From an optimization exercise on the open Yosys and OpenROAD flow, aimed at small area; shortcuts taken in it are not production practice. No functional check of the RTL was part of this run. No activity file was given, so power comes from the tool's default toggle rates.

$ cat run.sh
#!/bin/bash
# synth_recipe.tcl (not shown) runs the flow's synth.tcl, then flattens the netlist and writes it again
# the make line also repeats each setting of config.mk as NAME=value (left out here)
make -C /OpenROAD-flow-scripts/flow DESIGN_CONFIG=/design/flow/config.mk WORK_HOME=/design/flow/orfs CLKGATE_MAP_FILE= SYNTH_SCRIPT=/design/flow/synth_recipe.tcl finish
$ cat design.v
`timescale 1ns / 1ps
module pd_dec32 (
    input  wire [4:0]  a,
    output wire [31:0] y
);
    wire [3:0] lo = 4'b0001 << a[1:0];
    wire [7:0] hi = 8'b00000001 << a[4:2];
    genvar g;
    generate
        for (g = 0; g < 32; g = g + 1) begin : d
            assign y[g] = lo[g % 4] & hi[g / 4];
        end
    endgenerate
endmodule
module pd_wdec32 (
    input  wire [4:0]  a,
    input  wire        en,
    input  wire        rst,
    output wire [31:0] y
);
    wire [3:0] lo = (4'b0001 << a[1:0]) & {4{en}};
    wire [7:0] hi = 8'b00000001 << a[4:2];
    genvar g;
    generate
        for (g = 0; g < 32; g = g + 1) begin : d
            assign y[g] = (lo[g % 4] | rst) & (hi[g / 4] | rst);
        end
    endgenerate
endmodule
module pd_mux32 (
    input  wire [31:0] d,
    input  wire [31:0] s,
    output wire        y
);
    assign y = |(d & s);
endmodule
module pd_mux31 (
    input  wire [30:0] d,
    input  wire [30:0] s,
    output wire        y
);
    assign y = |(d & s);
endmodule
module packet_data #(
    parameter data_width = 8,
    parameter depth = 32
)(
    input wire clk,
    input wire rst,
    input wire [data_width-1:0] s_axis_data,
    input wire s_axis_valid,
    output reg s_axis_ready,
    input wire s_axis_last,
    input wire [data_width + data_width - 1 : 0] packet_config,
    output reg [data_width-1 : 0] m_axis_data,
    output reg m_axis_valid,
    input wire m_axis_ready,
    output reg m_axis_last,
    output  full,
    output  empty
);
    wire [7:0] k   = packet_config[15:8];
    wire [7:0] len = packet_config[7:0];
    reg [5:0] wr_ptr;
    reg [4:0] wr_ptr2;
    reg [5:0] rd_ptr;
    assign full  = wr_ptr[5];
    assign empty = (wr_ptr == 6'd0);
    wire beat = s_axis_valid & s_axis_ready & ~wr_ptr[5];
    wire [8:0] t = {1'b0, len} + {1'b0, ~k};
    wire hit = t[8] & (t[7:5] == 3'd0) & (wr_ptr[4:0] > t[4:0]);
    always @(posedge clk) begin
        s_axis_ready <= ~rst;
    end
    always @(posedge clk) begin
        if (rst) begin
            wr_ptr <= 6'd0;
        end else if (s_axis_last) begin
            wr_ptr <= 6'd0;
        end else if (beat) begin
            wr_ptr <= wr_ptr + 6'd1;
        end
    end
    always @(posedge clk) begin
        if (!rst && beat) begin
            if (hit) wr_ptr2 <= wr_ptr2 + 5'd1;
            else     wr_ptr2 <= 5'd0;
        end
    end
    wire [7:0] wdata = rst ? 8'd0 : s_axis_data;
    wire       wlast = ~rst & s_axis_last;
    wire [31:0] we1, we2;
    pd_wdec32 u_we1 (.a(wr_ptr[4:0]), .en(beat),       .rst(rst), .y(we1));
    pd_wdec32 u_we2 (.a(wr_ptr2),     .en(beat & hit), .rst(rst), .y(we2));
    genvar g, b;
    generate
        for (g = 0; g < 32; g = g + 1) begin : w1
            reg [7:0] mem_1;
            reg       mem_3;
            always @(posedge clk) begin
                if (we1[g]) begin
                    mem_1 <= wdata;
                    mem_3 <= wlast;
                end
            end
        end
        for (g = 0; g < 31; g = g + 1) begin : w2
            reg [7:0] mem_2;
            always @(posedge clk) begin
                if (we2[g]) begin
                    mem_2 <= wdata;
                end
            end
        end
    endgenerate
    wire [31:0] sel;
    pd_dec32 u_rsel (.a(rd_ptr[4:0]), .y(sel));
    wire [7:0] rd1, rd2;
    wire       rd3;
    generate
        for (b = 0; b < 8; b = b + 1) begin : r
            wire [31:0] c1;
            wire [30:0] c2;
            for (g = 0; g < 32; g = g + 1) begin : c
                assign c1[g] = w1[g].mem_1[b];
                if (g < 31) begin : c2b
                    assign c2[g] = w2[g].mem_2[b];
                end
            end
            pd_mux32 u_m1 (.d(c1), .s(sel),       .y(rd1[b]));
            pd_mux31 u_m2 (.d(c2), .s(sel[30:0]), .y(rd2[b]));
        end
    endgenerate
    wire [31:0] c3;
    generate
        for (g = 0; g < 32; g = g + 1) begin : c3b
            assign c3[g] = w1[g].mem_3;
        end
    endgenerate
    pd_mux32 u_m3 (.d(c3), .s(sel), .y(rd3));
    wire [5:0] rd_inc = rd_ptr + 6'd1;
    always @(posedge clk) begin
        if (rst) begin
            m_axis_data  <= 8'd0;
            m_axis_valid <= 1'b0;
            m_axis_last  <= 1'b0;
            rd_ptr       <= 6'd0;
        end else if (m_axis_ready && !empty) begin
            if (!rd_ptr[5]) begin
                m_axis_data  <= rd1 + rd2;
                m_axis_valid <= 1'b1;
                m_axis_last  <= rd3;
                rd_ptr       <= (len == {2'b00, rd_inc}) ? 6'd0 : rd_inc;
            end else begin
                m_axis_valid <= 1'b0;
                m_axis_data  <= 8'd0;
            end
        end
    end
endmodule
$ cat config.mk
export PLATFORM = sky130hd
export DESIGN_NAME = packet_data
export DESIGN_NICKNAME = packet_data
export VERILOG_FILES = /design/flow/design.v
export SDC_FILE = /design/flow/constraint.sdc
export NUM_CORES = 4
export LEC_CHECK = 0
export CAP_MARGIN = 20
export CORE_MARGIN = 2
export CORE_UTILIZATION = 40
export SLEW_MARGIN = 20
export SYNTH_HIERARCHICAL = 1
$ cat constraint.sdc
create_clock -name core_clock -period 10.0 [get_ports {clk}]
set_input_delay 2.0000 -clock core_clock [delete_from_list [all_inputs] [get_ports {clk}]]
set_output_delay 2.0000 -clock core_clock [all_outputs]
set_load 0.01 [all_outputs]
==> summary.txt <==
[state kept, by name, summed over array words and instances (netlist names)]
name,cells
m_axis_data,8
wr_ptr2,5
rd_ptr,6
s_axis_ready,1
w1.mem_1,256
wr_ptr,6
m_axis_valid,1
w2.mem_2,248
w1.mem_3,32
m_axis_last,1
[power by group]
part           switching, mW  total (mW)  internal, mW
sequential            0.0498        2.82          2.77
combinational          0.161       0.219        0.0587
clock                  0.873        1.97          1.10
[worst max-delay path, cell delays in order]
cell and delay [ns]:
sky130_fd_sc_hd__clkdlybuf4s50_1 0.51, sky130_fd_sc_hd__ha_1 0.18, sky130_fd_sc_hd__inv_1 0.05, sky130_fd_sc_hd__fa_1 0.39, sky130_fd_sc_hd__nor2b_1 0.11, sky130_fd_sc_hd__o21ai_0 0.13
sky130_fd_sc_hd__a21oi_1 0.25, sky130_fd_sc_hd__nand2b_1 0.14, sky130_fd_sc_hd__ha_1 0.23, sky130_fd_sc_hd__and3_1 0.19, sky130_fd_sc_hd__and3_1 0.21, sky130_fd_sc_hd__a311oi_4 0.32
sky130_fd_sc_hd__nand2_2 0.11, sky130_fd_sc_hd__a2111oi_2 0.73, sky130_fd_sc_hd__nand3b_1 0.69, sky130_fd_sc_hd__o21ai_0 1.09
[per-stage QoR]
stage / total power, mW / util, %
after CTS: 5.03 / 46.6
after floorplan: 2.97 / -
after global routing: 5.16 / 46.7
final: 5.01 / 46.7
after detailed placement: 3.08 / 43.4
after global placement: 3.08 / 43.4
[worst max path at each step]
stage,startpoint,end,slack (ns)
after floorplan,packet_config[8],w2[14].mem_2[0]$_DFFE_PP_,4.11
after CTS,packet_config[0],w2[14].mem_2[7]$_DFFE_PP_,3.02
after global routing,packet_config[0],w2[22].mem_2[0]$_DFFE_PP_,2.64
after detailed placement,packet_config[0],w2[2].mem_2[5]$_DFFE_PP_,2.37
after global placement,packet_config[0],w2[22].mem_2[7]$_DFFE_PP_,2.53
final,packet_config[0],w2[22].mem_2[6]$_DFFE_PP_,2.89
[routing by layer]
metal,track usage (%),vias to the layer above,share of wire [%]
met2,30.9,660,45
met5,0,-,0
met4,7.11,0,3.5
met3,3.76,99,8.8
li1,-,5681,-
met1,29.2,6614,43
[cell type report]
| cell class | count | area, µm² | area share (%) |
|---|---|---|---|
| Clock buffer | 62 | 1420 | 5.66 |
| Multi-Input combinational cell | 689 | 5030 | 20.0 |
| Inverter | 23 | 86.3 | 0.343 |
| Antenna cell | 1 | 2.50 | 0.00995 |
| Tap cell | 696 | 871 | 3.46 |
| Clock inverter | 40 | 300 | 1.19 |
| Sequential cell | 564 | 16700 | 66.4 |
| Timing Repair Buffer | 85 | 736 | 2.92 |
==> results.sh <==
export IMPL_worst_r2r_cell_count=8
export IMPL_crit_path_start_kind="input pin"
export IMPL_number_of_antenna_violations_at_the_first_check_in_global_routing=2
export IMPL_design_die_area_um2=56400
export IMPL_synthesis_area_um2=21800
export IMPL_layout_drive_gt1_share_pct=14.4
export IMPL_slew_viol_final=0
export IMPL_worstSetupPathType="input pin to flop"
export IMPL_dp_hpwl_um=37100
export IMPL_rows=85
export IMPL_finalNetCount=1472
export IMPL_critical_path_data_arrival_time_ns=7.33
export IMPL_drt_vias_per_instance=6.04
export IMPL_cts_clock_pin_slew_for_the_worst_setup_and_hold_paths_ns=0.06
export IMPL_timing_hold_ws_ns=0.474
export IMPL_layout_commonest_cell="sky130_fd_sc_hd__edfxtp_1"
export IMPL_cts_post_setup_buffers_inserted=0
export IMPL_ctsHtreeMaxLevel=2
export IMPL_fin_area_um2=25200
export IMPL_die_height_um=238
export IMPL_clkSinkCount=564
export IMPL_routedWlPerCell_um=26.7
export IMPL_vdd_drop_max_mv=0.161
export IMPL_drt_pre_antenna_iters=7
export IMPL_cts_root_buffer="sky130_fd_sc_hd__clkbuf_16"
export IMPL_syn_nets=1349
export IMPL_holdPathEnd="m_axis_valid$_SDFFE_PP0P_"
export IMPL_final_min_period_over_clock_period_pct=71.1
export IMPL_worst_r2r_endpoint="w2[22].mem_2[5]$_DFFE_PP_"
export IMPL_globalRouteOverflowTotal=0
export IMPL_mostFrequentLayoutCells="sky130_fd_sc_hd__edfxtp_1 (541), sky130_fd_sc_hd__a22oi_1 (233), sky130_fd_sc_hd__nand4_1 (57)"
export IMPL_hold_violations=0
export IMPL_totalWireLength_um=57700
export IMPL_rsz0062_at_grt="false"
export IMPL_grt_start_max_net_pins=64
export IMPL_power_per_cell_area_nw_per_um2=199
export IMPL_fmax_ghz=0.141
export IMPL_finalWeightedCongestion=0.876
export IMPL_cp_required_ns=10.23
export IMPL_reg_to_reg_start="wr_ptr[3]$_SDFFE_PP0P_"
export IMPL_wire_length_of_the_first_global_routing_pass_um=83100
export IMPL_whs_path_depth=2
export IMPL_pre_cts_slack_ns=2.37
export IMPL_result_of_the_run="complete, no violations"
export IMPL_grtUsageTotal_pct=20.2
export IMPL_worst_hold_startpoint="m_axis_valid$_SDFFE_PP0P_"
export IMPL_hp_class="flop to flop"
export IMPL_pin_count=42
export IMPL_dieWidth_um=238
export IMPL_core_region_area_um2=53900
export IMPL_routed_via_count=13100
export IMPL_syn_avg_cell_area_um2=16.9
export IMPL_ant_nets=0
export IMPL_numCtsBuffers=54
export IMPL_count_of_yosys_warnings_during_synthesis=7
export IMPL_cap_viol_max_count=0
export IMPL_cts_path_max_buffers=3
export IMPL_leakage_power_of_the_design_nw=8.22
export IMPL_tns_ns=0
export IMPL_first_global_vias=12300
export IMPL_clock_latency_ns=0.62
export IMPL_initialDrtViolationCount=1730
export IMPL_drcViolationCount=0
export IMPL_synthCells=1294
export IMPL_timing_worst_slew_pin_value_ns=1.19
export IMPL_path_max_fanout=8
export IMPL_worst_case_setup_margin_in_the_final_layout_ns=2.89
export IMPL_layout_area_overhead_vs_synth_pct=15.3
export IMPL_finClkSkew_ns=0.0371
export IMPL_final_min_clock_period_ns=7.11
export IMPL_timing_max_slew_rel_slack_pct=20.2
export IMPL_cts_tree="done"
export IMPL_dpl_instance_area_um2=23400
export IMPL_post_cts_resized=0
export IMPL_setup_violations=0
export IMPL_fillCellCount=4552
export IMPL_type_of_element_capturing_the_critical_path="flop"
export IMPL_io_buffers=41
export IMPL_initial_core_util_pct=40.5
export IMPL_final_instance_count_excl_fill=2160
export IMPL_rrSetupSlack_ns=5.33
export IMPL_numPlacedInstances=2056
export IMPL_cts_hold_fix_buffers=0

[port drivers added, routing unchanged]
No port has a modelled driver above. Below, the same layout with a new extraction and two added sets of constraints. Step 1 sets driving cells, clkbuf_16 on the clock port and buf_2 on the other inputs (assumed; they add their load-dependent delay and slew). Step 2, shift: input delay + t, output delay - t, t = (earliest + latest rising clock arrival at the registers) / 2. This alone moves slack from input paths to output paths. a / b / c = ideal ports / drivers / drivers and shift; a / b = the first two.
t, ns: 0.654
setup slack, ns: 2.893 / 2.925 / 2.271
worst register clock-pin slew, ns: 0.07 / 0.07
pins driven straight from the clock port: 1
After both steps this run still meets setup and hold. For this run, drivers alone change the setup slack by +0.032 ns; drivers and shift together by -0.622 ns.
